From an optimization exercise on the open Yosys and OpenROAD flow, aimed at small area; shortcuts taken in it are not production practice. In this exercise RTL edits were held to simulation tests only and were not proved equivalent to the original. The clock cells of runs 4 and 5 come from the design's own scripts or RTL, not from TritonCTS. The clock input has no modelled driver; a real chip could not lean on it and would need a root buffer or a full tree. Power and IR drop assume default switching activity.

**flow/design.v**
```verilog
module async_receiver(clk, rst, RxD, RxD_data_ready, RxD_data);
input clk, rst, RxD;
output RxD_data_ready;    
output [7:0] RxD_data;
reg [12:0] acc;
reg tick;
wire [13:0] c;    
assign c[0] = 1'b0;
assign c[1] = acc[0];
assign c[2] = acc[1] | c[1];
assign c[3] = acc[2] | c[2];
assign c[4] = acc[3] & c[3];
assign c[5] = acc[4] | c[4];
assign c[6] = acc[5] & c[5];
assign c[7] = acc[6] & c[6];
assign c[8] = acc[7] | c[7];
genvar g;
generate for (g = 8; g < 13; g = g + 1) begin : inc
	assign c[g+1] = acc[g] & c[g];
end endgenerate
wire [12:0] acc_next = acc ^ c[12:0] ^ 13'b0_0000_1001_0111;
always @(posedge clk)
if (rst) {tick, acc} <= 14'd0;
else {tick, acc} <= {c[13], acc_next};
reg [1:0] sync_inv;
reg [1:0] cnt_inv;
reg bit_inv;
always @(posedge clk)
if (rst) begin
	sync_inv <= 2'b00;
	cnt_inv <= 2'b00;
	bit_inv <= 1'b0;
end else if (tick) begin
	sync_inv <= {sync_inv[0], ~RxD};
	if ( sync_inv[1] && cnt_inv != 2'b11) cnt_inv <= cnt_inv + 2'h1;
	else if (~sync_inv[1] && cnt_inv != 2'b00) cnt_inv <= cnt_inv - 2'h1;
	if (cnt_inv == 2'b00) bit_inv <= 1'b0;
	else if (cnt_inv == 2'b11) bit_inv <= 1'b1;
end
reg [6:0] pos;
wire sample = tick && (pos[2:0] == 3'b111) && (pos[6:3] != 4'd0);
wire stop_sample = sample && pos[6] && pos[3];
assign RxD_data_ready = pos[6] && pos[4];
wire [7:0] pc;    
assign pc[0] = 1'b1;
generate for (g = 0; g < 7; g = g + 1) begin : pinc
	assign pc[g+1] = &pos[g:0];
end endgenerate
wire [6:0] pos_inc = pos ^ pc[6:0];
always @(posedge clk)
if (rst)
	pos <= 7'd0;
else if (RxD_data_ready)
	pos <= 7'd0;
else if (tick) begin
	if (pos == 7'd0)
		pos <= bit_inv ? 7'd5 : 7'd0;
	else if (stop_sample && bit_inv)
		pos <= 7'd0;
	else
		pos <= pos_inc;
end
reg [7:0] RxD_data;
always @(posedge clk)
if (sample && !stop_sample) RxD_data <= {~bit_inv, RxD_data[7:1]};
endmodule
module strum_bar(
    input clk,
    input rst,
    input [2:0] inst,
    output reg strum_b,
    output reg strum_g,
    output reg drum_foot
    );
reg c_g;
reg c_b;
reg [1:0] c_f;
function maj(input a, input b, input c);
	maj = (a & b) | (a & c) | (b & c);
endfunction
always @(posedge clk)
if (rst) begin
	strum_g <= 1'b0;
	strum_b <= 1'b0;
	drum_foot <= 1'b0;
	c_g <= 1'b0;
	c_b <= 1'b0;
	c_f <= 2'b00;
end else begin
	strum_g <= maj(strum_g, c_g, inst[0]);
	c_g <= maj(c_g, inst[0], ~strum_g);
	strum_b <= maj(strum_b, c_b, inst[1]);
	c_b <= maj(c_b, inst[1], ~strum_b);
	drum_foot <= maj(drum_foot, c_f[1], inst[2]);
	c_f[1] <= maj(c_f[1], c_f[0], inst[2]);
	c_f[0] <= maj(c_f[0], inst[2], ~drum_foot);
end
endmodule
module LCD(
    input clk,
    input rst,
    input mode,
    output reg [7:0] CATHODE,
    output reg [3:0] ANODE
    );
localparam [15:0] POL = 16'hAAAA;
reg [15:0] lf_q;
wire [15:0] lf = lf_q ^ POL;
wire step = (lf == 16'h142C);
wire [15:0] lf_next = (rst || step) ? 16'd0 : {lf[14:0], ~(lf[15] ^ lf[6])};
always @(posedge clk)
lf_q <= lf_next ^ POL;
reg started;     
reg [1:0] dg;    
reg mode_lat;    
always @(posedge clk)
if (rst) begin
	started <= 1'b0;
	dg <= 2'b10;
end else if (step) begin
	started <= 1'b1;
	dg <= {dg[0], ~dg[1]};
end
always @(posedge clk)
if (step) mode_lat <= mode;
always @(*) begin
	ANODE = 4'b0000;
	CATHODE = 8'b00000000;
	if (started) begin
		case (dg)
		2'b00: ANODE = 4'b0111;
		2'b01: ANODE = 4'b1011;
		2'b11: ANODE = 4'b1101;
		default: ANODE = 4'b1110;
		endcase
		case ({mode_lat, dg})
		3'b100: CATHODE = 8'b10000111;  
		3'b101: CATHODE = 8'b10000110;  
		3'b111: CATHODE = 8'b10010010;  
		3'b110: CATHODE = 8'b10000111;  
		3'b000: CATHODE = 8'b10001100;  
		3'b001: CATHODE = 8'b11000111;  
		3'b011: CATHODE = 8'b10001000;  
		default: CATHODE = 8'b10010001;  
		endcase
	end
end
endmodule
module instrument_main(
    input clk,
    input rst,
    input [2:0] btn,
    input RxD,
    input [7:0] sw,
    output reg [4:0] bass,
    output reg [3:0] drum,
    output reg [4:0] guitar,
    output strum_g,
    output strum_b,
    output drum_foot,
    output [7:0] leds,
    output [7:0] CATHODE,
    output [3:0] ANODE
    );
wire RxD_data_ready;
wire [7:0] RxD_data;
reg foot_req;    
reg mode_q;      
wire [2:0] inst = {foot_req, |bass, |guitar};
reg led7;
reg [6:0] led_low;
assign leds = {led7, led_low};
async_receiver receiver(.clk(clk), .rst(rst), .RxD(RxD), .RxD_data_ready(RxD_data_ready), .RxD_data(RxD_data));
strum_bar strum(.clk(clk), .rst(rst), .inst(inst), .strum_b(strum_b), .strum_g(strum_g), .drum_foot(drum_foot));
LCD display(.clk(clk), .rst(rst), .mode(mode_q), .CATHODE(CATHODE), .ANODE(ANODE));
localparam [21:0] POL = 22'h2AAAAA;
reg [21:0] lf_q;
wire [21:0] lf = lf_q ^ POL;
wire step = (lf == 22'h29E031);
always @(posedge clk)
lf_q <= ((rst || step) ? 22'd0 : {lf[20:0], ~(lf[21] ^ lf[20])}) ^ POL;
reg [3:0] state_LED;    
always @(posedge clk)
if (rst) state_LED <= 4'd0;
else if (step) state_LED <= state_LED + 4'd1;
always @(posedge clk)
mode_q <= sw[7];
wire b_bass   = btn == 3'b100;
wire b_drum   = btn == 3'b010;
wire b_guitar = btn == 3'b001;
wire b_none   = !(b_bass || b_drum || b_guitar);
wire manual = sw[7];
wire rx_bass   = RxD_data_ready && RxD_data[2:0] == 3'b001;
wire rx_drum   = RxD_data_ready && RxD_data[2:0] == 3'b010;
wire rx_guitar = RxD_data_ready && RxD_data[2:0] == 3'b100;
wire clr = rst || (manual && b_none);
wire [4:0] v5 = clr ? 5'd0 : manual ? sw[4:0] : RxD_data[7:3];
wire [3:0] v4 = clr ? 4'd0 : manual ? sw[4:1] : RxD_data[6:3];
wire vf = clr ? 1'b0 : manual ? sw[5] : RxD_data[7];
wire ld_bass   = clr || (manual ? b_bass : rx_bass);
wire ld_drum   = clr || (manual ? b_drum : rx_drum);
wire ld_guitar = clr || (manual ? b_guitar : rx_guitar);
always @(posedge clk) begin
	if (ld_bass) bass <= v5;
	if (ld_drum) begin
		drum <= v4;
		foot_req <= vf;
	end
	if (ld_guitar) guitar <= v5;
end
always @(posedge clk)
if (rst || manual) led7 <= 1'b0;
else if (RxD_data_ready) led7 <= ~led7;
localparam SEL_NONE = 2'd0, SEL_BASS = 2'd1, SEL_DRUM = 2'd2, SEL_GUITAR = 2'd3;
reg [1:0] sel;
reg sel_strum;
always @(posedge clk)
if (rst) begin
	sel <= SEL_NONE;
	sel_strum <= 1'b0;
end else begin
	sel <= b_bass ? SEL_BASS : b_drum ? SEL_DRUM : b_guitar ? SEL_GUITAR : SEL_NONE;
	sel_strum <= (b_bass && strum_b) || (b_drum && drum_foot) || (b_guitar && strum_g);
end
wire [1:0] pos = state_LED[3] ? ~state_LED[2:1] : state_LED[2:1];
always @(*) begin
	case (sel)
	SEL_BASS:   led_low = {1'b0, sel_strum, bass};
	SEL_DRUM:   led_low = {1'b0, sel_strum, drum, 1'b0};
	SEL_GUITAR: led_low = {1'b0, sel_strum, guitar};
	default:
		if (!state_LED[0]) led_low = 7'b0000000;
		else case (pos)
		2'd0: led_low = 7'b1100000;
		2'd1: led_low = 7'b0011000;
		2'd2: led_low = 7'b0000110;
		default: led_low = 7'b0000001;
		endcase
	endcase
end
endmodule
```
**flow/flow/run.sh**
```bash
#!/bin/bash
# Own layout flow: the standard ORFS flow (standard.sh: the standard
# synthesis, floorplan, power grid and tap cells unchanged) with two settings
# changed through ORFS's own variables:
#  - every input and output port still gets a buffer, but the smallest one
#    (buf_1) instead of the resizer's default pick (clkdlybuf4s50_1);
#  - the clock tree uses clkbuf_8 buffers and no dummy loads.
# make's full output goes to flow_make.log here; ORFS writes each step's log
# under orfs/logs/.
set -euo pipefail
export BUFFER_PORTS_ARGS="-buffer_cell sky130_fd_sc_hd__buf_1"
export CTS_ARGS="-sink_clustering_enable -repair_clock_nets -dont_use_dummy_load -buf_list sky130_fd_sc_hd__clkbuf_8"
bash standard.sh finish > flow_make.log 2>&1
```
**flow/standard.sh**
```bash
#!/bin/bash
# synth_recipe.tcl (not shown) runs the flow's synth.tcl, then flattens the netlist and writes it again
# the make line also repeats each setting of config.mk as NAME=value (left out here)
make -C /OpenROAD-flow-scripts/flow DESIGN_CONFIG=/design/flow/config.mk WORK_HOME=/design/flow/orfs CLKGATE_MAP_FILE= SYNTH_SCRIPT=/design/flow/synth_recipe.tcl "${@:-finish}"
```
**flow/config.mk**
```make
export PLATFORM = sky130hd
export DESIGN_NAME = instrument_main
export DESIGN_NICKNAME = instrument_main
export VERILOG_FILES = /design/flow/design.v
export SDC_FILE = /design/flow/constraint.sdc
export NUM_CORES = 4
export LEC_CHECK = 0
export CAP_MARGIN = 20
export CORE_MARGIN = 2
export CORE_UTILIZATION = 40
export SLEW_MARGIN = 20
```
**flow/constraint.sdc**
```tcl
create_clock -name core_clock -period 10.0 [get_ports {clk}]
set_input_delay 2.0000 -clock core_clock [delete_from_list [all_inputs] [get_ports {clk}]]
set_output_delay 2.0000 -clock core_clock [all_outputs]
set_load 0.01 [all_outputs]
```
==> results of run 1 <==
[state kept, by name, summed over array words and instances (netlist names), 2 cells and up]
signal / count
bass: 5
display.dg: 2
display.lf_q: 16
drum: 4
guitar: 5
lf_q: 22
receiver.RxD_data: 8
receiver.acc: 13
receiver.cnt_inv: 2
receiver.pos: 7
receiver.sync_inv: 2
sel: 2
state_LED: 4
strum.c_f: 2
[kinds of logic after synthesis]
logic type	Yosys count	share of synthesized area, %
simple gates	165	20.1
flops	107	55.1
compound gates	63	9.12
buf+inv	46	4.34
fa+ha+maj	22	6.25
xor+xnor	11	2.23
mux	11	2.75
other cells	1	0.0867
[layer usage]
layer | routed length, µm | part of all wire [%] | global-route usage (%)
met1 | 3520 | 47 | 16.9
met2 | 3540 | 47 | 23.0
met3 | 259 | 3.5 | 4.16
met4 | 151 | 2.0 | 6.59
met5 | 0 | 0 | 0
[area by class of cell]
type,instances,area share [%]
flip-flops and latches,107,50.5
multi-input cells,273,37.3
repair buffers,49,4.01
well taps,136,3.61
clock buffers,9,2.63
inverters,24,1.91
[through the flow]
stage | hold slack [ns] | worst slack [ns] | cell area, µm²
3_5_place_dp | 0.364 | 6.35 | 4590
6_report | 0.370 | 6.00 | 4710
4_1_cts | 0.380 | 6.00 | 4710
5_1_grt | 0.397 | 5.90 | 4710
3_3_place_gp | 0.358 | 6.36 | 4590
2_1_floorplan | 0.353 | 6.66 | 4320
[power breakdown]
group           total, W  internal, W  switching (W)
logic          0.0000572    0.0000249      0.0000323
registers       0.000472     0.000461      0.0000112
clock network   0.000205    0.0000811       0.000124
[synthesized netlist by cell type (6+ instances only)]
cell type	count	share of area [%]
xor2_1	6	1.2
dfxtp_1	83	38
and3_1	6	0.87
o21ai_0	14	1.6
edfxtp_1	24	17
inv_1	24	2.1
nor2_1	54	4.7
clkbuf_1	16	1.4
nand2_1	38	3.3
a21oi_1	24	2.8
nor2b_1	14	2.0
ha_1	20	5.8
nand2b_1	10	1.4
mux2_2	7	1.8
[critical path: cells and delay by family (launching register included)]
kind	cells	cell delay, ns
buffers and inverters	1	0.15
AND/OR/NAND/NOR	1	0.48
AO/OA/AOI/OAI	2	0.51
flip-flops	1	0.51
[final timing paths]
check                                     start          endpoint  slack [ns]  cells past startpoint
worst min-delay path                    lf_q[0]           lf_q[1]        0.37                      1
worst min register to register          lf_q[0]           lf_q[1]        0.37                      1
worst max register to register  receiver.acc[0]  receiver.acc[12]        7.01                     19
worst max-delay path               state_LED[1]           leds[4]        6.00                      4
==> summary.txt, run 1 <==
Status
  • Status: finished clean

Global routing
  • Overflow after GRT: 0
  • Largest net degree at the start of global routing: between 50 and 60
  • Total GRT Usage: between 10 and 15%
  • First-pass GRT wire length: around 13 mm
  • Initial antenna violation count: 0
  • Vias in the first global route: 2863

STA
  • Rel. slew slack: approximately half
  • Final critical-path required period: 4.00 ns
  • Fmax achieved: between 0.2 and 0.3 GHz
  • Max Clock Skew: approximately 0.018 ns
  • Unrepaired setup endpoints after global routing: false
  • Final Max Slew Viols: 0
  • Tcrit/Tclk final: about 40%
  • Actual slew at the worst max-slew pin: a little under 0.8 ns
  • Final hold viol count: 0
  • Final setup viols: 0
  • Setup TNS: 0 ns

Clock tree
  • Root Driver: clkbuf_8
  • CTS resizes: 0
  • Clock latency on the worst-skew pair: roughly 0.36 ns
  • H-tree depth: 3
  • Clk pin slew, worst setup/hold paths: 0.09 ns
  • CTS Hold Buffers Added: 0
  • Setup repair bufs after CTS: 0
  • Num CTS Buffers: 9
  • CTS tree: yes
  • Clk buf depth: 2
  • Sink Count: about 110

Floorplanning
  • Die W: about 110 µm
  • Die area: roughly 12000 µm²
  • Chip Height: ~110 µm
  • Std-Cell Rows: 37
  • Starting Density: about two fifths
  • CORE AREA: between 10000 and 15000 µm²
  • I/O pin count: 51

Finish
  • Fin nets: between 400 and 500
  • Layout cell share with drive strength beyond 1: under 10%
  • Area occupied by multi-input gates: between 1500 and 2000 µm²
  • Syn-to-layout area delta: 9.03%
  • Leading cell type in the layout, fill and taps excluded: dfxtp_1
  • Most frequent cells in the layout: dfxtp_1 (83), nor2_1 (54), buf_1 (47)
  • Antenna diodes: 0
  • Final cell count without fillers: about 600
  • Filler cells: slightly below 1000
  • Sequential cell area: between 2000 and 2500 µm²
  • Fin util: 45.3%

Route
  • WL final: ~7.5 mm
  • Initial drt markers: around 140
  • WL per Instance: roughly 13 µm
  • Routed via count: ~3000
  • Vias per inst: around 5
  • Post-route DRC: 0
  • Router iterations before antenna repair: 4
  • Antenna-violating nets left: 0

Setup path
  • Arrival time at the worst endpoint: roughly 2.0 ns
  • Critical path data required time: 8.00 ns
  • Setup crit start kind: flop
  • CP max stage delay: just over 0.5 ns
  • Max FO, Critical Path: 11
  • CP Capture Type: output port
  • Critical path cell sequence: or3b_2, a21oi_1, a221o_1, buf_1
  • Setup CP Type: reg2out
  • Crit-path slowest cell: dfxtp_1

Yosys
  • #FFs+latches synth: around 110
  • Post-Syn Area per Cell: ~10 µm²
  • Sequential cell area fraction in the yosys report: roughly 55%
  • Net count after synthesis: 460
  • Yosys warning total: 4
  • Mapped Area: between 4000 and 5000 µm²
  • Mapped Cells: ~430
  • Top FF cell, synth: dfxtp_1
  • Synth cell types: 50
  • Post-synth EDFFs: 24
  • Async SR Flop Fraction: 0%

Power and ir drop
  • PwrDens: roughly 160 nW/µm²
  • Pwr Total: roughly 0.00073 W
  • VDD IR-drop max: 0.0769 mV
  • P_leak: 1.79 nW

Placed design
  • DP HPWL: between 5 and 6 mm
  • IO Port Bufs: 48
  • Placed cells: 589
  • Placer Congestion: 0.817

Worst hold path
  • Min-delay worst type: reg2reg

Flow run
  • Number of max-cap violations: 0
==> run 2, diff against run 1 <==
--- a/flow/design.v
+++ b/flow/design.v
@@ -212,30 +212,32 @@
 if (rst || manual) led7 <= 1'b0;
 else if (RxD_data_ready) led7 <= ~led7;
-localparam SEL_NONE = 2'd0, SEL_BASS = 2'd1, SEL_DRUM = 2'd2, SEL_GUITAR = 2'd3;
-reg [1:0] sel;
+reg sel_b, sel_d, sel_g;
 reg sel_strum;
 always @(posedge clk)
 if (rst) begin
-	sel <= SEL_NONE;
+	sel_b <= 1'b0;
+	sel_d <= 1'b0;
+	sel_g <= 1'b0;
 	sel_strum <= 1'b0;
 end else begin
-	sel <= b_bass ? SEL_BASS : b_drum ? SEL_DRUM : b_guitar ? SEL_GUITAR : SEL_NONE;
+	sel_b <= b_bass;
+	sel_d <= b_drum;
+	sel_g <= b_guitar;
 	sel_strum <= (b_bass && strum_b) || (b_drum && drum_foot) || (b_guitar && strum_g);
 end
+wire anim = !(sel_b || sel_d || sel_g) && state_LED[0];
 wire [1:0] pos = state_LED[3] ? ~state_LED[2:1] : state_LED[2:1];
+wire a0 = anim && pos == 2'd0;
+wire a1 = anim && pos == 2'd1;
+wire a2 = anim && pos == 2'd2;
+wire a3 = anim && pos == 2'd3;
 always @(*) begin
-	case (sel)
-	SEL_BASS:   led_low = {1'b0, sel_strum, bass};
-	SEL_DRUM:   led_low = {1'b0, sel_strum, drum, 1'b0};
-	SEL_GUITAR: led_low = {1'b0, sel_strum, guitar};
-	default:
-		if (!state_LED[0]) led_low = 7'b0000000;
-		else case (pos)
-		2'd0: led_low = 7'b1100000;
-		2'd1: led_low = 7'b0011000;
-		2'd2: led_low = 7'b0000110;
-		default: led_low = 7'b0000001;
-		endcase
-	endcase
-end
-endmodule
+	led_low[6] = a0;
+	led_low[5] = sel_strum | a0;
+	led_low[4] = (sel_b & bass[4]) | (sel_d & drum[3]) | (sel_g & guitar[4]) | a1;
+	led_low[3] = (sel_b & bass[3]) | (sel_d & drum[2]) | (sel_g & guitar[3]) | a1;
+	led_low[2] = (sel_b & bass[2]) | (sel_d & drum[1]) | (sel_g & guitar[2]) | a2;
+	led_low[1] = (sel_b & bass[1]) | (sel_d & drum[0]) | (sel_g & guitar[1]) | a2;
+	led_low[0] = (sel_b & bass[0]) | (sel_g & guitar[0]) | a3;
+end
+endmodule
==> flow/flow/run.sh (replaced) <==
#!/bin/bash
# Own layout flow: the standard ORFS flow (standard.sh) with these changes:
#  - synthesis: flow/synth.tcl (the standard synthesis with an area-oriented
#    combinational mapping; registers unchanged);
#  - every input and output port still gets a buffer, but the smallest one
#    (buf_1) instead of the resizer's default pick (clkdlybuf4s50_1);
#  - the clock tree uses clkbuf_8 buffers and no dummy loads.
# Floorplan, power grid, tap cells, placement, routing are the standard ones.
# make's full output goes to flow_make.log here; ORFS writes each step's log
# under orfs/logs/.
set -euo pipefail
here=$(pwd)
flowdir=$(cd "$(dirname "$0")" && pwd)
sed "s|SYNTH_SCRIPT=[^ ]*|SYNTH_SCRIPT=$flowdir/synth.tcl|" standard.sh > own_standard.sh
grep -q "SYNTH_SCRIPT=$flowdir/synth.tcl" own_standard.sh
export BUFFER_PORTS_ARGS="-buffer_cell sky130_fd_sc_hd__buf_1"
export CTS_ARGS="-sink_clustering_enable -repair_clock_nets -dont_use_dummy_load -buf_list sky130_fd_sc_hd__clkbuf_8"
bash own_standard.sh finish > "$here/flow_make.log" 2>&1
==> flow/flow/area.abc (new file) <==
strash
dch -f
map -a
strash
dch -f
map -a
strash
dch -f
map -a
topo
==> flow/flow/synth.tcl (new file) <==
# The standard synthesis (synth_recipe.tcl: ORFS's synth.tcl without Yosys's fsm
# and share passes, then flattened and renamed the same way), with two changes
# to the combinational mapping only:
#  - no extract_fa: adders stay plain logic for ABC instead of ha/fa cells;
#  - ABC maps for area (area.abc here) instead of ORFS's delay-driven script.
# Registers are mapped by the same dfflibmap step, so they keep their names
# and cell types.
set my_flow_dir [file dirname [file normalize [info script]]]
proc synth {args} { yosys synth -nofsm -noshare {*}$args }
proc extract_fa {args} { puts "bench own flow: extract_fa skipped" }
proc abc {args} {
  set i [lsearch -exact $args -script]
  if {$i >= 0} { lset args [expr {$i + 1}] [file join $::my_flow_dir area.abc] }
  puts "bench own flow: abc $args"
  yosys abc {*}$args
}
source $::env(SCRIPTS_DIR)/synth.tcl
# left out here: clear keep_hierarchy, flatten, clean up, hide names made inside functions, write 1_2_yosys.v
==> summary.txt, run 2 <==
Status
  • Status: finished clean

Finish
  • Final cell count without fillers: between 600 and 700
  • Most frequent cells in the layout: dfxtp_1 (84), nor2_1 (70), nand2_1 (67)
  • Final Cell Area: 4320 µm²
  • Layout cell share with drive strength beyond 1: 3.08%
  • Leading cell type in the layout, fill and taps excluded: dfxtp_1
  • Antenna diodes: 0
  • Number of flip-flops in the largest register: 22
  • Syn-to-layout area delta: 11.4%
  • Largest register by flop count: lf_q
  • Fin nets: 503

Flow run
  • Number of max-cap violations: 0

Clock tree
  • Clk pin slew, worst setup/hold paths: 0.09 ns
  • CTS tree: yes
  • Setup repair bufs after CTS: 0
  • Clk buf depth: 2
  • Clock latency on the worst-skew pair: around 0.37 ns
  • Root Driver: clkbuf_8
  • H-tree depth: 3
  • Sink Count: 108
  • CTS resizes: 0
  • Num CTS Buffers: 9
  • CTS Hold Buffers Added: 0

Power and ir drop
  • Pwr Total: approximately 0.0007 W
  • VDD IR-drop max: around 0.09 mV
  • P_leak: about 1.5 nW
  • PwrDens: around 170 nW/µm²

Placed design
  • Placer Congestion: slightly below 0.8
  • DP Area: about 4200 µm²
  • DP HPWL: ~5.2 mm
  • IO Port Bufs: between 40 and 50
  • Placed cells: roughly 610

Yosys
  • Post-Syn Area per Cell: between 8 and 9 µm²
  • Synth cell count leaders: dfxtp_1 (84), nor2_1 (70), nand2_1 (67)
  • Top FF cell, synth: dfxtp_1
  • #FFs+latches synth: between 100 and 150
  • Yosys warning total: 4
  • Mapped Cells: roughly 430
  • Most common cell in the netlist: dfxtp_1
  • Async SR Flop Fraction: 0%
  • Sequential cell area fraction in the yosys report: 61.9%
  • Synth cell types: 24
  • Area contributors post-synth: dfxtp_1 (43%), edfxtp_1 (19%), nor2_1 (6.8%)
  • Synth top area share: 43.4%
  • Post-synth EDFFs: 24
  • Synth area leader: dfxtp_1
  • Mapped Area: 3880 µm²
  • Net count after synthesis: between 400 and 500

STA
  • Final Max Slew Viols: 0
  • Hold Worst Slack: roughly 0.37 ns
  • Unrepaired setup endpoints after global routing: false
  • Setup TNS: 0 ns
  • Max Clock Skew: roughly 0.041 ns
  • Rel. slew slack: roughly 34%
  • Actual slew at the worst max-slew pin: 0.981 ns
  • Tcrit/Tclk final: between 40% and 50%
  • Fmax achieved: 0.245 GHz
  • Final setup viols: 0
  • Final hold viol count: 0
  • Final critical-path required period: 4.08 ns

Floorplanning
  • I/O pin count: just over 50
  • Std-Cell Rows: 35
  • Chip Height: 102 µm
  • Die area: 10500 µm²
  • Starting Density: just over 40%
  • CORE AREA: about 9300 µm²
  • Die W: roughly 100 µm

Setup path
  • Max FO, Critical Path: 21
  • Arrival time at the worst endpoint: ~4.1 ns
  • CP Capture Type: flop
  • Setup crit start kind: input port
  • CP max stage delay: 0.81 ns
  • Critical path data required time: 9.97 ns
  • Crit path max-delay family: compound AO/OA/AOI/OAI gates
  • Critical path cell sequence: buf_1, buf_4, clkinv_1, a21oi_1, a41oi_1, o21ai_0
  • Bufs and invs on worst path: 3
  • Setup CP Type: in2reg
  • Crit-path slowest cell: a21oi_1

Global routing
  • Total GRT Usage: around 14%
  • Overflow after GRT: 0
  • Vias in the first global route: 2640
  • Largest net degree at the start of global routing: 22
  • Initial antenna violation count: 0
  • First-pass GRT wire length: around 12 mm

Worst hold path
  • Min-delay worst type: reg2reg

Route
  • Antenna-violating nets left: 0
  • WL final: around 7 mm
  • Post-route DRC: 0
  • Vias per inst: 4.74
  • WL per Instance: roughly 11 µm
  • Initial drt markers: about 110
  • Router iterations before antenna repair: 4
  • Routed via count: a little under 3000
[run 2: power by group]
part           internal, W  switching [W]  total [W]  leakage (nW)
logic            0.0000135      0.0000287  0.0000422         0.525
clock network    0.0000812       0.000121   0.000202        0.0647
registers         0.000461      0.0000107   0.000472         0.926
[run 2: final cells by class]
cell class                 count  area [µm²]
clock buffer                   9         124
fill                         913        5010
sequential                   108        2400
timing repair buffer          49         188
multi-input combinational    271        1260
tap                          129         161
inverter                      50         188
[run 2: path summary, 6_finish.rpt]
kind	startpoint	endpoint	slack, ns	cells after the start
worst max-delay path	rst	bass[2]	5.92	6
worst min-delay path	lf_q[0]	lf_q[1]	0.37	1
worst max register to register	receiver.tick	receiver.RxD_data[0]	7.19	6
worst min register to register	lf_q[0]	lf_q[1]	0.37	1
[run 2: per-layer routing]
metal | wire length [µm] | GRT usage, % | vias to the layer above
met2 | 3230 | 22.5 | 42
met1 | 3500 | 18.7 | 1323
met4 | 38 | 3.49 | 0
met3 | 257 | 4.31 | 4
met5 | 0 | 0 | -
li1 | - | - | 1550
[run 2: cells by family (layout without fill, tap and decap cells)]
family / count (synthesis) / after routing / synth area share [%]
xor+xnor: 1 / 1 / 0.226
other cells: 1 / 1 / 0.0967
simple gates: 178 / 178 / 19.0
compound gates: 91 / 91 / 13.1
buf+inv: 54 / 108 / 5.61
flops: 108 / 108 / 61.9
[run 2: per-stage QoR]
step	setup WS [ns]	util, %
after global routing	5.65	46.3
after floorplan	6.48	-
final	5.92	46.3
after CTS	5.88	46.3
after global placement	5.52	45.0
after detailed placement	5.53	45.0
==> run 3, diff against run 2 <==
==> flow/flow/area.abc (replaced) <==
strash
&get -n
&st
&dch
&nf -R 1000 -p -F 8 -A 8
&put
strash
&get -n
&st
&dch
&nf -R 1000 -p -F 8 -A 8
&put
strash
&get -n
&st
&dch
&nf -R 1000 -p -F 8 -A 8
&put
strash
&get -n
&st
&dch
&nf -R 1000 -p -F 8 -A 8
&put
strash
&get -n
&st
&dch
&nf -R 1000 -p -F 8 -A 8
&put
topo
==> summary.txt, run 3 <==
Finish
  • Number of flip-flops in the largest register: 22
  • Most frequent cells in the layout: dfxtp_1 (84), nand2_1 (60), nor2_1 (56)
  • Fin nets: roughly 450
  • Layout cell share with drive strength beyond 1: under 10%
  • Filler cells: around 900
  • Syn-to-layout area delta: 11.7%
  • Leading cell type in the layout, fill and taps excluded: dfxtp_1
  • Antenna diodes: 0
  • Final cell count without fillers: between 500 and 600
  • Largest register by flop count: lf_q

Route
  • WL per Instance: approximately 12 µm
  • Initial drt markers: around 100
  • Post-route DRC: 0
  • Router iterations before antenna repair: 5
  • WL final: 6.86 mm
  • Antenna-violating nets left: 0
  • Vias per inst: roughly 5.0
  • Routed via count: 2783

Setup path
  • Setup CP Type: in2reg
  • Crit path max-delay family: simple AND/OR/NAND/NOR gates
  • Crit-path slowest cell: nor4b_1
  • Setup crit start kind: input port
  • CP max stage delay: about 0.65 ns
  • Bufs and invs on worst path: 2
  • CP Depth: 6
  • Critical path cell sequence: clkbuf_2, buf_4, nor4b_1, nor2_1, a21oi_1, o21ai_0
  • Worst Reg-to-Reg Cells: 10
  • Critical path data required time: 9.99 ns
  • CP Capture Type: flop
  • Arrival time at the worst endpoint: about 3.9 ns
  • Max FO, Critical Path: 45

STA
  • Final hold viol count: 0
  • Unrepaired setup endpoints after global routing: false
  • Setup TNS: 0 ns
  • Final Max Slew Viols: 0
  • Rel. slew slack: 41.5%
  • Final setup viols: 0
  • Fmax achieved: roughly 0.26 GHz
  • Actual slew at the worst max-slew pin: a little under 0.9 ns
  • Max Clock Skew: 0.0252 ns
  • Final critical-path required period: just under 4 ns
  • Tcrit/Tclk final: 38.8%

Yosys
  • Synth area leader: dfxtp_1
  • Synth cell count leaders: dfxtp_1 (84), nand2_1 (60), nor2_1 (56)
  • Synth top area share: approximately 44%
  • Synth cell types: 33
  • Top FF cell, synth: dfxtp_1
  • Most common cell in the netlist: dfxtp_1
  • Area contributors post-synth: dfxtp_1 (44%), edfxtp_1 (19%), nand2_1 (5.9%)
  • #FFs+latches synth: ~110
  • Mapped Cells: around 380
  • Post-synth EDFFs: 24
  • Mapped Area: ~3800 µm²
  • Async SR Flop Fraction: 0%
  • Sequential cell area fraction in the yosys report: a little under two thirds
  • Net count after synthesis: 392
  • Yosys warning total: 4
  • Post-Syn Area per Cell: ~10 µm²

Global routing
  • Total GRT Usage: roughly 14%
  • Largest net degree at the start of global routing: 46
  • Vias in the first global route: around 2600
  • Initial antenna violation count: 0
  • First-pass GRT wire length: 11.7 mm
  • Overflow after GRT: 0

Clock tree
  • H-tree depth: 3
  • CTS tree: yes
  • Num CTS Buffers: 9
  • Clock latency on the worst-skew pair: 0.35 ns
  • Root Driver: clkbuf_8
  • Setup repair bufs after CTS: 0
  • CTS Hold Buffers Added: 0
  • Sink Count: between 100 and 150
  • CTS resizes: 0
  • Clk buf depth: 2
  • Clk pin slew, worst setup/hold paths: roughly 0.1 ns

Worst hold path
  • Worst Hold Depth: 1
  • Min-delay worst type: reg2reg

Floorplanning
  • Die W: between 100 and 150 µm
  • Starting Density: approximately two fifths
  • Chip Height: 101 µm
  • CORE AREA: 9240 µm²
  • Std-Cell Rows: 35
  • I/O pin count: 51
  • Die area: ~10000 µm²

Placed design
  • IO Port Bufs: between 40 and 50
  • Placer Congestion: between 0.8 and 0.9
  • Placed cells: ~550
  • DP HPWL: 4.87 mm

Status
  • Status: finished clean

Flow run
  • Number of max-cap violations: 0

Power and ir drop
  • VDD IR-drop max: approximately 0.09 mV
  • PwrDens: 170 nW/µm²
  • P_leak: between 1.5 and 2 nW
[run 3: cell types whose count changed in the layout (fill, tap and decap cells not counted), moves of 6 or more]
cell / change
a21oi_1: -7
a22oi_1: -6
and2_0: +7
clkinv_1: -46
nand2_1: -7
nand3_1: -11
nor2_1: -14
nor3_1: +9
o21ai_0: -23
xor2_1: +6
[run 3: final timing paths]
check                        from          endpoint  slack (ns)
setup / recovery              rst         guitar[3]        6.12
hold / removal    display.lf_q[8]   display.lf_q[9]        0.36
setup reg to reg  receiver.acc[1]  receiver.acc[12]        7.59
hold reg to reg   display.lf_q[8]   display.lf_q[9]        0.36
[run 3: logic make-up after synthesis]
group,synth area share (%)
AND/OR/NAND/NOR,22.4
flip-flops,63.3
AO/OA/AOI/OAI,9.90
XOR/XNOR,2.77
buffers and inverters,1.19
multiplexers,0.264
other,0.0989
[run 3: layout make-up]
type	instances	area, µm²	share of cell area (%)
inverter	4	15.0	0.354
clock buffer	9	124	2.92
timing repair buffer	49	189	4.46
tap	129	161	3.81
multi-input combinational	262	1350	31.7
sequential	108	2400	56.7
[run 3: power by group]
part           switching [W]  leakage (nW)  internal (W)  total [W]
Sequential         0.0000128         0.926      0.000462   0.000475
Clock               0.000120        0.0647     0.0000811   0.000201
Combinational      0.0000292         0.524     0.0000160  0.0000452
[run 3: worst reg2reg max path, stage by stage (launching register included)]
cell and delay (ns):
dfxtp_1 0.33, or3_1 0.42, and2_0 0.24, o21a_1 0.23, nand2_1 0.09, nand2b_1 0.09
and2_0 0.24, and3_1 0.24, and2_0 0.20, nand2_1 0.09, nor3b_1 0.16
[run 3: layer usage]
metal / vias up / GRT usage, % / wire length (µm)
met3: 15 / 4.90 / 300
met4: 0 / 4.78 / 155
li1: 1434 / - / -
met1: 1281 / 19.4 / 3340
met5: - / 0 / 0
met2: 53 / 21.8 / 3070
[run 3: through the flow]
stage               hold slack [ns]  setup slack (ns)  area, µm²  power [W]  util [%]
floorplan                     0.353              6.72       3790   0.000511         -
global placement              0.359              5.77       4110   0.000529      44.5
detailed placement            0.367              5.75       4110   0.000531      44.5
CTS                           0.370              6.09       4240   0.000731      45.8
global route                  0.380              5.91       4240   0.000757      45.8
finish                        0.363              6.12       4240   0.000722      45.8
==> run 4, diff against run 3 <==
--- a/flow/flow/run.sh
+++ b/flow/flow/run.sh
@@ -5,5 +5,7 @@
 #  - every input and output port still gets a buffer, but the smallest one
 #    (buf_1) instead of the resizer's default pick (clkdlybuf4s50_1);
-#  - the clock tree uses clkbuf_8 buffers and no dummy loads.
+#  - the clock tree: the clock port drives four clkbuf_16 buffers, each
+#    feeding one cluster of registers (flow/clock_tree.tcl, in place of
+#    TritonCTS).
 # Floorplan, power grid, tap cells, placement, routing are the standard ones.
 # make's full output goes to flow_make.log here; ORFS writes each step's log
@@ -15,4 +17,4 @@
 grep -q "SYNTH_SCRIPT=$flowdir/synth.tcl" own_standard.sh
 export BUFFER_PORTS_ARGS="-buffer_cell sky130_fd_sc_hd__buf_1"
-export CTS_ARGS="-sink_clustering_enable -repair_clock_nets -dont_use_dummy_load -buf_list sky130_fd_sc_hd__clkbuf_8"
+export PRE_CTS_TCL="$flowdir/clock_tree.tcl"
 bash own_standard.sh finish > "$here/flow_make.log" 2>&1
==> flow/flow/clock_tree.tcl (new file) <==
# Clock tree for this small design, in place of TritonCTS (sourced by ORFS's
# cts.tcl through PRE_CTS_TCL): the clock port drives four clkbuf_16 buffers
# directly, and each buffer drives the clock pins of one cluster of registers
# (k-means on the placed register locations, 50 rounds, deterministic).
# Every register gets the same one-buffer clock path; ORFS's cts.tcl then
# legalizes the buffers and runs its usual timing repair.
proc my_clock_tree {nleaf bufname} {
  set block [ord::get_db_block]
  set master [[ord::get_db] findMaster $bufname]
  set clknet [$block findNet clk]
  set sinks {}
  foreach it [$clknet getITerms] {
    set bb [[$it getInst] getBBox]
    lappend sinks [list $it [expr {([$bb xMin] + [$bb xMax]) / 2}] [expr {([$bb yMin] + [$bb yMax]) / 2}]]
  }
  set n [llength $sinks]
  set sorted [lsort -integer -index 1 $sinks]
  set cx {}
  set cy {}
  for {set k 0} {$k < $nleaf} {incr k} {
    set s [lindex $sorted [expr {int(($k + 0.5) * $n / $nleaf)}]]
    lappend cx [lindex $s 1]
    lappend cy [lindex $s 2]
  }
  for {set iter 0} {$iter < 50} {incr iter} {
    set sx [lrepeat $nleaf 0.0]
    set sy [lrepeat $nleaf 0.0]
    set cnt [lrepeat $nleaf 0]
    set assign {}
    foreach s $sinks {
      set best 0
      set bd 1e30
      for {set k 0} {$k < $nleaf} {incr k} {
        set d [expr {abs([lindex $s 1] - [lindex $cx $k]) + abs([lindex $s 2] - [lindex $cy $k])}]
        if {$d < $bd} { set bd $d; set best $k }
      }
      lappend assign $best
      lset sx $best [expr {[lindex $sx $best] + [lindex $s 1]}]
      lset sy $best [expr {[lindex $sy $best] + [lindex $s 2]}]
      lset cnt $best [expr {[lindex $cnt $best] + 1}]
    }
    for {set k 0} {$k < $nleaf} {incr k} {
      if {[lindex $cnt $k] > 0} {
        lset cx $k [expr {int([lindex $sx $k] / [lindex $cnt $k])}]
        lset cy $k [expr {int([lindex $sy $k] / [lindex $cnt $k])}]
      }
    }
  }
  puts "bench clock tree: $n sinks in $nleaf clusters of $cnt"
  for {set k 0} {$k < $nleaf} {incr k} {
    set inst [odb::dbInst_create $block $master "clkbuf_leaf_$k"]
    set net [odb::dbNet_create $block "clknet_leaf_$k"]
    $net setSigType CLOCK
    [$inst findITerm A] connect $clknet
    [$inst findITerm X] connect $net
    $inst setLocation [lindex $cx $k] [lindex $cy $k]
    $inst setPlacementStatus PLACED
    foreach s $sinks a $assign {
      if {$a == $k} {
        set it [lindex $s 0]
        $it disconnect
        $it connect $net
      }
    }
  }
}
rename clock_tree_synthesis my_unused_tritoncts
proc clock_tree_synthesis {args} {
  my_clock_tree 4 sky130_fd_sc_hd__clkbuf_16
}
==> summary.txt, run 4 <==
Status
  • Status: finished clean

Yosys
  • Yosys warning total: 4
  • Top FF cell, synth: dfxtp_1
  • Net count after synthesis: slightly below 400
  • Synth area leader: dfxtp_1
  • Synth cell types: 33
  • #FFs+latches synth: approximately 110
  • Async SR Flop Fraction: 0%
  • Synth cell count leaders: dfxtp_1 (84), nand2_1 (60), nor2_1 (56)
  • Sequential cell area fraction in the yosys report: 63.3%
  • Mapped Area: 3790 µm²
  • Post-synth EDFFs: 24
  • Area contributors post-synth: dfxtp_1 (44%), edfxtp_1 (19%), nand2_1 (5.9%)
  • Synth top area share: 44.3%
  • Post-Syn Area per Cell: ~10 µm²
  • Most common cell in the netlist: dfxtp_1
  • Mapped Cells: about 380

Power and ir drop
  • PwrDens: around 170 nW/µm²
  • Pwr Total: between 0.0006 and 0.0007 W
  • P_leak: between 1 and 1.5 nW
  • VDD IR-drop max: between 0.09 and 0.1 mV

Global routing
  • Vias in the first global route: 2547
  • Largest net degree at the start of global routing: 46
  • First-pass GRT wire length: roughly 12 mm
  • Initial antenna violation count: 0
  • Total GRT Usage: 13.3%
  • Overflow after GRT: 0

Placed design
  • Placed cells: around 550
  • Placer Congestion: ~0.8
  • IO Port Bufs: 48
  • DP HPWL: 4.87 mm

Route
  • Routed via count: ~2700
  • Post-route DRC: 0
  • WL per Instance: 12.2 µm
  • Antenna-violating nets left: 0
  • Vias per inst: 4.94
  • Router iterations before antenna repair: 4
  • WL final: 6.77 mm
  • Initial drt markers: 109

STA
  • Fmax achieved: 0.247 GHz
  • Final hold viol count: 0
  • Max Clock Skew: 0.0246 ns
  • Unrepaired setup endpoints after global routing: false
  • Setup TNS: 0 ns
  • Final Max Slew Viols: 0
  • Actual slew at the worst max-slew pin: slightly below 0.9 ns
  • Final setup viols: 0
  • Rel. slew slack: about two fifths
  • Tcrit/Tclk final: between 40% and 50%
  • Final critical-path required period: approximately 4 ns
  • Hold Worst Slack: approximately 0.39 ns

Worst hold path
  • Min-delay worst type: reg2reg
  • Worst hold start: display.lf_q[4]

Setup path
  • Max FO, Critical Path: 45
  • Setup crit start kind: input port
  • Worst Setup SP: rst
  • Setup CP Type: in2reg
  • Arrival time at the worst endpoint: 3.89 ns
  • Critical R2R Launch: receiver.acc[1]
  • CP Capture Type: flop
  • Critical path data required time: about 9.8 ns

Floorplanning
  • Die W: around 100 µm
  • I/O pin count: 51
  • Std-Cell Rows: 35
  • Die area: between 10000 and 15000 µm²
  • Chip Height: around 100 µm
  • CORE AREA: around 9000 µm²
  • Starting Density: 41.0%

Finish
  • Fin util: 45.6%
  • Layout cell share with drive strength beyond 1: 1.41%
  • Leading cell type in the layout, fill and taps excluded: dfxtp_1
  • Final cell count without fillers: 556
  • Fin nets: 443
  • Syn-to-layout area delta: 11.1%
  • Most frequent cells in the layout: dfxtp_1 (84), nand2_1 (60), nor2_1 (56)
  • Number of flip-flops in the largest register: 22
  • Largest register by flop count: lf_q
  • Antenna diodes: 0

Flow run
  • Number of max-cap violations: 0

Clock tree
  • CTS Hold Buffers Added: 0
  • CTS resizes: 0
  • Clock latency on the worst-skew pair: approximately 0.17 ns
  • Setup repair bufs after CTS: 0
  • Clk pin slew, worst setup/hold paths: 0.11 ns
## run 4: cell counts after synthesis
Identical to the previous run, type by type.
## run 4: area by class of cell
type | count | area [µm²]
fillers | 884 | 5030
flip-flops and latches | 108 | 2400
multi-input cells | 262 | 1350
repair buffers | 49 | 189
well taps | 129 | 161
plain buffers | 4 | 100
inverters | 4 | 15.0
## run 4: worst max-delay path, stage by stage
cell,delay (ns)
clkbuf_2,0.08
buf_4,0.26
nor4b_1,0.66
nor2_1,0.36
a21oi_1,0.21
o21ai_0,0.31
## run 4: metal layers
layer	share of wire [%]	wire, µm	track usage, %	vias to the layer above
met1	50	3390	19.6	1268
met5	0	0	0	-
met2	45	3030	21.4	46
met4	1.3	89	2.08	0
li1	-	-	-	1422
met3	3.8	256	1.52	8
## run 4: final timing paths
check / to / slack [ns] / cells past startpoint
worst max register to register: receiver.acc[12] / 7.59 / 10
worst min register to register: display.lf_q[5] / 0.39 / 1
worst min-delay path: display.lf_q[5] / 0.39 / 1
worst max-delay path: guitar[4] / 5.95 / 6
## run 4: report_power, final
part	total (W)	switching [W]	internal [W]
clock network	0.000176	0.000103	0.0000737
logic	0.0000452	0.0000293	0.0000160
registers	0.000475	0.0000128	0.000462
## run 4: metrics by stage
step                      setup slack (ns)  area [µm²]
after floorplan                       6.72        3790
after global placement                5.77        4110
after detailed placement              5.75        4110
after CTS                             5.73        4210
after global routing                  5.74        4210
final                                 5.95        4210
## run 4: kinds of logic after synthesis
| group | after synthesis | share of synthesized area, % |
|---|---|---|
| buf+inv | 8 | 1.19 |
| other cells | 1 | 0.0989 |
| mux | 1 | 0.264 |
| xor+xnor | 12 | 2.77 |
| flops | 108 | 63.3 |
| compound gates | 63 | 9.90 |
| simple gates | 185 | 22.4 |
==> run 5, diff against run 4 <==
--- a/flow/flow/run.sh
+++ b/flow/flow/run.sh
@@ -5,5 +5,5 @@
 #  - every input and output port still gets a buffer, but the smallest one
 #    (buf_1) instead of the resizer's default pick (clkdlybuf4s50_1);
-#  - the clock tree: the clock port drives four clkbuf_16 buffers, each
+#  - the clock tree: the clock port drives four buf_12 buffers, each
 #    feeding one cluster of registers (flow/clock_tree.tcl, in place of
 #    TritonCTS).
--- a/flow/flow/clock_tree.tcl
+++ b/flow/flow/clock_tree.tcl
@@ -1,4 +1,4 @@
 # Clock tree for this small design, in place of TritonCTS (sourced by ORFS's
-# cts.tcl through PRE_CTS_TCL): the clock port drives four clkbuf_16 buffers
+# cts.tcl through PRE_CTS_TCL): the clock port drives four buf_12 buffers
 # directly, and each buffer drives the clock pins of one cluster of registers
 # (k-means on the placed register locations, 50 rounds, deterministic).
@@ -67,4 +67,4 @@
 rename clock_tree_synthesis my_unused_tritoncts
 proc clock_tree_synthesis {args} {
-  my_clock_tree 4 sky130_fd_sc_hd__clkbuf_16
+  my_clock_tree 4 sky130_fd_sc_hd__buf_12
 }
==> summary.txt, run 5 <==
Power and ir drop
  • P_leak: 1.49 nW
  • VDD IR-drop max: 0.0889 mV
  • Pwr Total: a little under 0.0007 W
  • PwrDens: between 150 and 200 nW/µm²

Clock tree
  • Setup repair bufs after CTS: 0
  • CTS resizes: 0
  • Clk pin slew, worst setup/hold paths: 0.11 ns
  • CTS Hold Buffers Added: 0
  • Clock latency on the worst-skew pair: roughly 0.14 ns

STA
  • Fmax achieved: between 0.2 and 0.25 GHz
  • Final hold viol count: 0
  • Actual slew at the worst max-slew pin: approximately 0.87 ns
  • Final setup viols: 0
  • Tcrit/Tclk final: 41.4%
  • Final Max Slew Viols: 0
  • Max Clock Skew: between 0.02 and 0.025 ns
  • Unrepaired setup endpoints after global routing: false
  • Post-route setup slack: between 5 and 6 ns
  • Setup TNS: 0 ns
  • Final critical-path required period: between 4 and 5 ns
  • Rel. slew slack: between 40% and 50%

Yosys
  • Net count after synthesis: slightly below 400
  • Synth area leader: dfxtp_1
  • Synth top area share: 44.3%
  • Yosys warning total: 4
  • Post-Syn Area per Cell: about 10 µm²
  • Mapped Cells: approximately 380
  • Mapped Area: 3790 µm²
  • Sequential cell area fraction in the yosys report: 63.3%
  • Async SR Flop Fraction: 0%
  • Most common cell in the netlist: dfxtp_1
  • Synth cell types: 33
  • Synth cell count leaders: dfxtp_1 (84), nand2_1 (60), nor2_1 (56)
  • #FFs+latches synth: about 110
  • Area contributors post-synth: dfxtp_1 (44%), edfxtp_1 (19%), nand2_1 (5.9%)
  • Top FF cell, synth: dfxtp_1
  • Post-synth EDFFs: 24

Route
  • WL final: roughly 6.8 mm
  • Router iterations before antenna repair: 4
  • Routed via count: approximately 2800
  • Post-route DRC: 0
  • Vias per inst: between 4 and 5
  • Antenna-violating nets left: 0
  • Initial drt markers: ~110
  • WL per Instance: approximately 12 µm

Floorplanning
  • CORE AREA: around 9000 µm²
  • Chip Height: ~100 µm
  • Die area: 10300 µm²
  • Die W: approximately 100 µm
  • Starting Density: about two fifths
  • I/O pin count: just over 50
  • Std-Cell Rows: 35

Global routing
  • Vias in the first global route: between 2000 and 3000
  • Overflow after GRT: 0
  • Largest net degree at the start of global routing: 46
  • First-pass GRT wire length: 11.5 mm
  • Initial antenna violation count: 0
  • Total GRT Usage: between 10% and 20%

Finish
  • Largest register by flop count: lf_q
  • Most frequent cells in the layout: dfxtp_1 (84), nand2_1 (60), nor2_1 (56)
  • Leading cell type in the layout, fill and taps excluded: dfxtp_1
  • Syn-to-layout area delta: 10.6%
  • Layout cell share with drive strength beyond 1: 1.41%
  • Antenna diodes: 0
  • Fin nets: approximately 440
  • Final cell count without fillers: 556
  • Number of flip-flops in the largest register: 22

Worst hold path
  • Min-delay worst type: reg2reg
  • Worst hold start: display.lf_q[4]
  • Hold EP: display.lf_q[5]
  • Worst Hold Depth: 1

Setup path
  • Reg-to-Reg End: receiver.acc[12]
  • Setup crit start kind: input port
  • Critical path cell sequence: clkbuf_2, buf_4, nor4b_1, nor2_1, a21oi_1, o21ai_0
  • Setup CP Type: in2reg
  • CP Capture Type: flop
  • Bufs and invs on worst path: 2
  • CP max stage delay: about 0.71 ns
  • Critical path data required time: about 9.8 ns
  • Critical R2R Launch: receiver.acc[1]
  • FF-to-FF setup slack: 7.59 ns
  • Worst Reg-to-Reg Cells: 10
  • Crit path max-delay family: simple AND/OR/NAND/NOR gates
  • Max FO, Critical Path: 45
  • Arrival time at the worst endpoint: 3.95 ns
  • Crit-path slowest cell: nor4b_1

Placed design
  • Placer Congestion: 0.820
  • Placed cells: 552
  • IO Port Bufs: 48
  • Place WS: 5.75 ns
  • DP HPWL: 4.87 mm

Status
  • Status: finished clean

Flow run
  • Number of max-cap violations: 0
run 5: cell counts after synthesis:
Identical to the previous run, type by type.
run 5: logic make-up (layout without fill, tap and decap cells):
kind of cell | after synthesis | after routing | synth area share, %
other | 1 | 1 | 0.0989
AO/OA/AOI/OAI | 63 | 63 | 9.90
multiplexers | 1 | 1 | 0.264
flip-flops | 108 | 108 | 63.3
AND/OR/NAND/NOR | 185 | 185 | 22.4
XOR/XNOR | 12 | 12 | 2.77
buffers and inverters | 8 | 57 | 1.19
run 5: worst max-delay path by stage:
stage	startpoint	to	slack [ns]	depth (start not counted)
after detailed placement	rst	guitar[3]	5.75	6
after floorplan	rst	bass[0]	6.72	4
after global routing	rst	guitar[1]	5.72	6
after CTS	rst	guitar[3]	5.73	6
after global placement	rst	bass[3]	5.77	6
final	rst	guitar[1]	5.86	6
run 5: metrics by stage:
stage	utilization [%]	hold WS, ns	instance area, µm²
floorplan	-	0.353	3790
global placement	44.5	0.359	4110
detailed placement	44.5	0.367	4110
CTS	45.4	0.368	4190
global route	45.4	0.408	4190
finish	45.4	0.388	4190
run 5: worst register-to-register path, cell delays in order (launching register included):
cell and delay, ns:
dfxtp_1 0.34, or3_1 0.42, and2_0 0.24, o21a_1 0.23
nand2_1 0.09, nand2b_1 0.09, and2_0 0.24, and3_1 0.24
and2_0 0.20, nand2_1 0.09, nor3b_1 0.16
run 5: layout make-up:
type	count	area [µm²]
fillers	889	5050
flip-flops and latches	108	2400
multi-input cells	262	1350
repair buffers	49	189
well taps	129	161
plain buffers	4	80.1
inverters	4	15.0
run 5: layer usage:
metal	track usage [%]	vias to the layer above	part of all wire, %
li1	-	1423	-
met1	19.7	1282	50
met2	21.3	43	45
met3	1.52	10	4.0
met4	2.08	0	1.6
met5	0	-	0
run 5: power breakdown:
part           switching, W  internal [W]
clock              0.000101     0.0000652
sequential        0.0000130      0.000463
combinational     0.0000293     0.0000160

port drivers added, routing unchanged:
How much do the figures lean on ideal ports? The routed layouts below were timed once more, with nothing changed but the port constraints.
Step 1 (the two cells are an assumption about what drives the block):
set clk [get_ports {clk}]
set_driving_cell -lib_cell sky130_fd_sc_hd__clkbuf_16 $clk
set_driving_cell -lib_cell sky130_fd_sc_hd__buf_2 [delete_from_list [all_inputs] $clk]
Step 2 adds t to the input delays and takes it off the output delays; t is the mean of the earliest and latest rising clock arrival at the registers after step 1. Input paths then give back, and output paths get back, about the clock's delay inside the block.
a / b / c = no drivers / after step 1 / after step 2; a / b = the first two.
run	t (ns)	setup WS [ns]	worst register clock-pin slew, ns	cell pins on the clock port's net
run 1	0.387	6.004 / 5.971 / 6.358	0.10 / 0.10	1
run 2	0.374	5.919 / 5.925 / 5.550	0.12 / 0.12	1
run 3	0.373	6.121 / 6.131 / 5.758	0.10 / 0.10	1
run 4	0.233	5.951 / 6.009 / 5.775	0.11 / 0.11	4
run 5	0.212	5.857 / 5.919 / 5.707	0.11 / 0.11	4
After both steps every run listed still meets setup and hold. The setup slack of run 2, which loses most, moves by +0.006 ns with the drivers and by -0.369 ns with both steps.
